What follows belongs to an exercise in optimizing a design on an open flow for small area, a short achievable clock period and few clock cycles per item; a production flow would make more cautious choices.
Where RTL was checked, it was by simulation tests only, not by an equivalence proof against the original.

## cordic
module cordic #(
    parameter int Width = 16
) (
    input  logic             clk_i,
    input  logic             rst_i,
    input  logic             start_cordic_i,
    input  logic [Width-1:0] x0_i,
    input  logic [Width-1:0] y0_i,
    input  logic [Width-1:0] z0_i,
    output logic [Width-1:0] xn_o,
    output logic [Width-1:0] yn_o,
    output logic [Width-1:0] zn_o,
    output logic             done_tick_cordic_o
);
export LEC_CHECK = 0
export ABC_AREA = 1
export CAP_MARGIN = 20
export CORE_MARGIN = 2
export CORE_UTILIZATION = 40
export SETUP_SLACK_MARGIN = 2.4
export SLEW_MARGIN = 20
create_clock -name core_clock -period 5.5 [get_ports {clk_i}]
run.sh (not shown) runs the stock make flow with config.mk's settings and CLKGATE_MAP_FILE= SYNTH_SCRIPT=/design/flow/synth_recipe.tcl, a recipe that flattens the netlist after the stock synthesis.
Edit:
SETUP_SLACK_MARGIN = 2.0   (was 2.4)
Result: The changed run finished with timing, DRC and antenna clean; register-to-register slack degrades by 0.28 ns; via count is lower by 4.3%; synthesized cell count is unchanged; utilization shrinks by 4.0 points; flip-flop and latch count does not change; worst setup slack gets worse by 0.28 ns; first-iteration DRC count goes down by 11%; area after synthesis stays the same; clock-buffer cell count does not change.
Function was not checked in any run of this note: the RTL went through the layout flow alone.


== job 2077 ==
Another version of the RTL of cordic (not shown whole).
For scale: ~100 I/O pins.
clock: 5.5 ns
lec_check: 0
abc_area: 1
cap_margin: 20
core_margin: 2
core_utilization: 70
setup_slack_margin: 2.6
slew_margin: 20
standard.sh (not shown) runs the stock make flow with config.mk's settings and CLKGATE_MAP_FILE= SYNTH_SCRIPT=/design/flow/synth_recipe.tcl, a recipe that flattens the netlist after the stock synthesis.
==> flow/flow/run.sh <==
#!/bin/bash
# The standard layout (the standard.sh), with two changes:
#  - synthesis maps additions to ordinary logic cells (ADDER_MAP_FILE empty,
#    so Yosys does not extract full/half-adder cells); registers are unchanged;
#  - the port buffers that placement inserts are the smallest buffer cell,
#    sky130_fd_sc_hd__buf_1, instead of the one OpenROAD picks by default.
#    Every input and output port still gets its buffer.
# Full output in standard.log.
set -euo pipefail
export ADDER_MAP_FILE=
export BUFFER_PORTS_ARGS="-buffer_cell sky130_fd_sc_hd__buf_1"
bash standard.sh > standard.log 2>&1
Testbench counts of job 2077, summed over its fixed seeds: cycles 8,200, items 512.
Setup changes, job 2077 to job 4366
Settings: a change of SETUP_SLACK_MARGIN from 2.6 to 2.5; a change of CORE_UTILIZATION from 70 to 60.
==> comparison <==
Job 4366 vs job 2077: number of non-clock buffers down
Diff job 2077 and job 4366: clock period minus worst slack higher in job 4366
Comparing job 2077 and job 4366, the higher setup slack is on job 2077.
Compared with job 2077, in job 4366 final clock period utilization by the worst path rose by 0.67 points, total half-perimeter wirelength after legalization and detailed placement rose by about 1.7%, met1 global-route usage fell by 4.2 points.
Looking at highest-utilization routing layer at the global route stage, the met1 result is from job 4366; the met2 one comes from job 2077.
The run showing the smaller setup slack at placement is job 2077.
Compared with job 2077, total stage count of the critical path in job 4366 decreased by a few percent.
Setup changes, job 4366 to job 3170
Settings: a change of SETUP_SLACK_MARGIN from 2.5 to 2.6.
### Flow results
Diff job 4366 -> job 3170: peak clock frequency supported by timing shows an increase of 14 MHz, final hold slack barely changed.
Job 3170: all stages complete, timing, DRC and antenna checks passed
Changes in job 683 relative to job 3170:
Settings: SETUP_SLACK_MARGIN now 2.4, was 2.6.
Notes after the runs:
The non-clock buffer count in job 683 sits 5.4% below the value recorded for job 3170.
Job 683 and job 3170 ended up with nearly the same clock network area share.
Against job 3170 as the reference, job 683 delivers a lower non-filler instance count after layout.
Higher total detailed-routing wirelength was reported by job 3170, not job 683.
Total non-filler cell area in the finished layout on job 683 is ahead of job 3170.


## run a
The RTL this note starts from:
==> flow/design.v <==
module cordic #(
    parameter int Width = 16
) (
    input  logic             clk_i,
    input  logic             rst_i,
    input  logic             start_cordic_i,
    input  logic [Width-1:0] x0_i,
    input  logic [Width-1:0] y0_i,
    input  logic [Width-1:0] z0_i,
    output logic [Width-1:0] xn_o,
    output logic [Width-1:0] yn_o,
    output logic [Width-1:0] zn_o,
    output logic             done_tick_cordic_o
);
  function automatic logic [15:0] atan(input logic [3:0] i);
    case (i)
      4'd0: atan = 16'h2D00;
      4'd1: atan = 16'h1A91;
      4'd2: atan = 16'h0E09;
      4'd3: atan = 16'h0720;
      4'd4: atan = 16'h0394;
      4'd5: atan = 16'h01CA;
      4'd6: atan = 16'h00E5;
      4'd7: atan = 16'h0073;
      4'd8: atan = 16'h0039;
      4'd9: atan = 16'h001D;
      4'd10: atan = 16'h000E;
      4'd11: atan = 16'h0007;
      4'd12: atan = 16'h0004;
      4'd13: atan = 16'h0002;
      4'd14: atan = 16'h0001;
      default: atan = 16'h0000;
    endcase
  endfunction
  logic [15:0] x_q, y_q, z_q;
  logic        busy_q;   
  logic        done_q;
  logic neg;
  assign neg = z_q[15];
  logic [15:0] xi, yi;   
  logic negx_q, posy_q;
  assign xi = x_q ^ {16{~posy_q}};
  assign yi = y_q ^ {16{~negx_q}};
  logic [15:0] xs, ys, az;
  logic [3:0] lo_q, hi_q;
  logic [3:0] loy_q, hiy_q;   
  logic       last;
  assign last = hi_q[3] & lo_q[2];
  logic [15:0] xl, yl;
  always_comb begin
    xl = 16'd0;
    yl = 16'd0;
    for (int i = 0; i < 4; i++) begin
      xl = xl | ({16{lo_q[i]}} & 16'($signed(xi) >>> i));
      yl = yl | ({16{loy_q[i]}} & 16'($signed(yi) >>> i));
    end
    xs = 16'd0;
    ys = 16'd0;
    for (int i = 0; i < 4; i++) begin
      xs = xs | ({16{hi_q[i]}} & 16'($signed(xl) >>> (4 * i)));
      ys = ys | ({16{hiy_q[i]}} & 16'($signed(yl) >>> (4 * i)));
    end
    az = 16'd0;
    for (int i = 0; i < 15; i++) begin
      az = az | ({16{hi_q[i/4] & lo_q[i%4]}} & atan(i));
    end
  end
  logic [15:0] x_d, y_d, z_d, azi;
  logic        cx, cy, cz;
  assign cx  = ~negx_q & busy_q;
  assign cy  = ~posy_q & busy_q;
  assign cz  = ~neg & busy_q;
  assign azi = az ^ {16{~neg & busy_q}};
  logic [16:0] x_s;
  assign x_s = {x_q, 1'b1} + {ys, cx};
  assign x_d = x_s[16:1];
  logic [16:0] y_s;
  assign y_s = {y_q, 1'b1} + {xs, cy};
  assign y_d = y_s[16:1];
  logic [16:0] z_s;
  assign z_s = {z_q, 1'b1} + {azi, cz};
  assign z_d = z_s[16:1];
  always_ff @(posedge clk_i) begin
    if (start_cordic_i) begin
      x_q <= x0_i;
      y_q <= y0_i;
      z_q <= z0_i;
      negx_q <= z0_i[15];
      posy_q <= ~z0_i[15];
    end else begin
      x_q <= x_d;
      y_q <= y_d;
      z_q <= z_d;
      negx_q <= z_d[15];
      posy_q <= ~z_d[15];
    end
  end
  always_ff @(posedge clk_i, posedge rst_i) begin
    if (rst_i) begin
      lo_q   <= 4'd0;
      hi_q   <= 4'd0;
      loy_q  <= 4'd0;
      hiy_q  <= 4'd0;
      busy_q <= 1'b0;
      done_q <= 1'b0;
    end else begin
      if (start_cordic_i) begin
        lo_q <= 4'd1;
        hi_q <= 4'd1;
      end else if (last) begin
        lo_q <= 4'd0;
        hi_q <= 4'd0;
      end else begin
        lo_q <= {lo_q[2:0], lo_q[3]};
        if (lo_q[3]) hi_q <= {hi_q[2:0], 1'b0};
      end
      if (start_cordic_i) begin
        loy_q <= 4'd1;
        hiy_q <= 4'd1;
      end else if (!busy_q || last) begin
        loy_q <= 4'd0;
        hiy_q <= 4'd0;
      end else begin
        loy_q <= {loy_q[2:0], loy_q[3]};
        if (loy_q[3]) hiy_q <= {hiy_q[2:0], 1'b0};
      end
      busy_q <= start_cordic_i || (busy_q && !last);
      done_q <= busy_q && last && !start_cordic_i;
    end
  end
  assign xn_o = x_q;
  assign yn_o = y_q;
  assign zn_o = z_q;
  assign done_tick_cordic_o = done_q;
endmodule
clock: 5.5 ns
lec_check: 0
abc_area: 1
cap_margin: 20
core_margin: 2
core_utilization: 40
setup_slack_margin: 2.0
slew_margin: 20
run.sh (not shown) runs the stock make flow with config.mk's settings and CLKGATE_MAP_FILE= SYNTH_SCRIPT=/design/flow/synth_recipe.tcl, a recipe that flattens the netlist after the stock synthesis.
Stock flow here: none of the scripts above is used.
The inputs of run b differ from those of run a as listed below.
-- flow/config.mk --
<<< run a, line 12
export SETUP_SLACK_MARGIN = 2.0
>>> run b, line 12
export SETUP_SLACK_MARGIN = 2.4
[summary]
- Run b was carried through to the last stage, and its layout satisfied the timing, DRC and antenna checks.
- Run b vs. run a: average wire length per cell after detail routing went up by about 1.2%.
No functional check of the RTL was part of any run of this note.


cordic, a different RTL version from the one above (not shown whole).
Size: about 970 cells after synthesis, ~100 I/O pins.
## cordic
module cordic #(
    parameter int Width = 16
) (
    input  logic             clk_i,
    input  logic             rst_i,
    input  logic             start_cordic_i,
    input  logic [Width-1:0] x0_i,
    input  logic [Width-1:0] y0_i,
    input  logic [Width-1:0] z0_i,
    output logic [Width-1:0] xn_o,
    output logic [Width-1:0] yn_o,
    output logic [Width-1:0] zn_o,
    output logic             done_tick_cordic_o
);
Settings: LEC_CHECK=0, ABC_AREA=1, CAP_MARGIN=20, CORE_MARGIN=2, CORE_UTILIZATION=40, SETUP_SLACK_MARGIN=2.4, SLEW_MARGIN=20; clock period 5.5 ns.
Next try:
CORE_UTILIZATION = 60   (was 40)
SETUP_SLACK_MARGIN = 2.0   (was 2.4)
The changed run finished with timing, DRC and antenna clean. Die area went down by a quarter to a third. Wire length decreases by about a fifth. Setup slack degrades by 0.21 ns. Via count falls by a few percent. Cell area goes down by roughly a tenth. Fmax shrinks by a few percent. Area after synthesis is unchanged.
Next try:
CORE_UTILIZATION = 40   (was 60)
SETUP_SLACK_MARGIN = 2.8   (was 2.0)
After rerunning: Cell area went up by 23%. First-iteration DRC count went down by 2.2%. Critical path depth went down by 1. Final cell count went up by 13%. Global-route usage went down by 6.2 points. Non-clock buffer count went up by 98. Setup slack improves by 0.25 ns. Hold slack barely changes.
Next try:
SETUP_SLACK_MARGIN = 2.0   (was 2.8)
After rerunning:
- setup slack degrades by 0.28 ns
- hold slack gets better by 0.0086 ns
- routed wire length drops by about 11%
- synthesized cell count is unchanged
Function was not checked in any run of this note: the RTL went through the layout flow alone.

-- afterwards: timing with drivers on the ports --
The results above use ideal ports. As a check the final layouts listed here were re-extracted and re-timed, cells and wires unchanged.
Step 1 assumes that a clkbuf_16 drives the clock port and a buf_2 every other input.
Step 2 times the ports against the registers' clock, not the clock port: input delays grow and output delays shrink by t, the midpoint of the rising clock arrivals with the driver on.
Three values: ideal ports, drivers, drivers and shift; two values: the first two.
| run | t (ns) | slack for setup (ns) | worst hold slack (ns) | slew at the worst register clock pin (ns) |
|---|---|---|---|---|
| the first run of note 1 | 0.387 | 2.525 / 2.525 / 2.525 | 0.558 / 0.558 / 0.558 | 0.06 / 0.06 |
| the second run of note 1 | 0.390 | 2.249 / 2.249 / 2.249 | 0.545 / 0.545 / 0.545 | 0.06 / 0.06 |
| job 2077 | 0.385 | 2.827 / 2.827 / 2.592 | 0.499 / 0.499 / 0.499 | 0.08 / 0.08 |
| job 4366 | 0.400 | 2.790 / 2.790 / 2.668 | 0.497 / 0.497 / 0.497 | 0.08 / 0.08 |
| job 3170 | 0.399 | 2.890 / 2.890 / 2.663 | 0.497 / 0.497 / 0.497 | 0.08 / 0.08 |
| job 683 | 0.399 | 2.722 / 2.722 / 2.668 | 0.497 / 0.497 / 0.497 | 0.08 / 0.08 |
| run a | 0.387 | 2.286 / 2.286 / 2.286 | 0.580 / 0.580 / 0.580 | 0.06 / 0.06 |
| run b | 0.387 | 2.564 / 2.564 / 2.564 | 0.564 / 0.564 / 0.564 | 0.06 / 0.06 |
| the first run of note 4 | 0.383 | 2.399 / 2.399 / 2.399 | 0.696 / 0.696 / 0.696 | 0.05 / 0.05 |
| the second run of note 4 | 0.388 | 2.186 / 2.186 / 2.186 | 0.687 / 0.687 / 0.687 | 0.08 / 0.08 |
| the third run of note 4 | 0.384 | 2.441 / 2.441 / 2.441 | 0.687 / 0.687 / 0.687 | 0.06 / 0.06 |
| the fourth run of note 4 | 0.386 | 2.158 / 2.158 / 2.158 | 0.695 / 0.695 / 0.695 | 0.05 / 0.05 |
After both steps every run listed still meets setup and hold. The setup slack of job 2077, which loses most, moves by 0.000 ns with the drivers and by -0.235 ns with both steps.
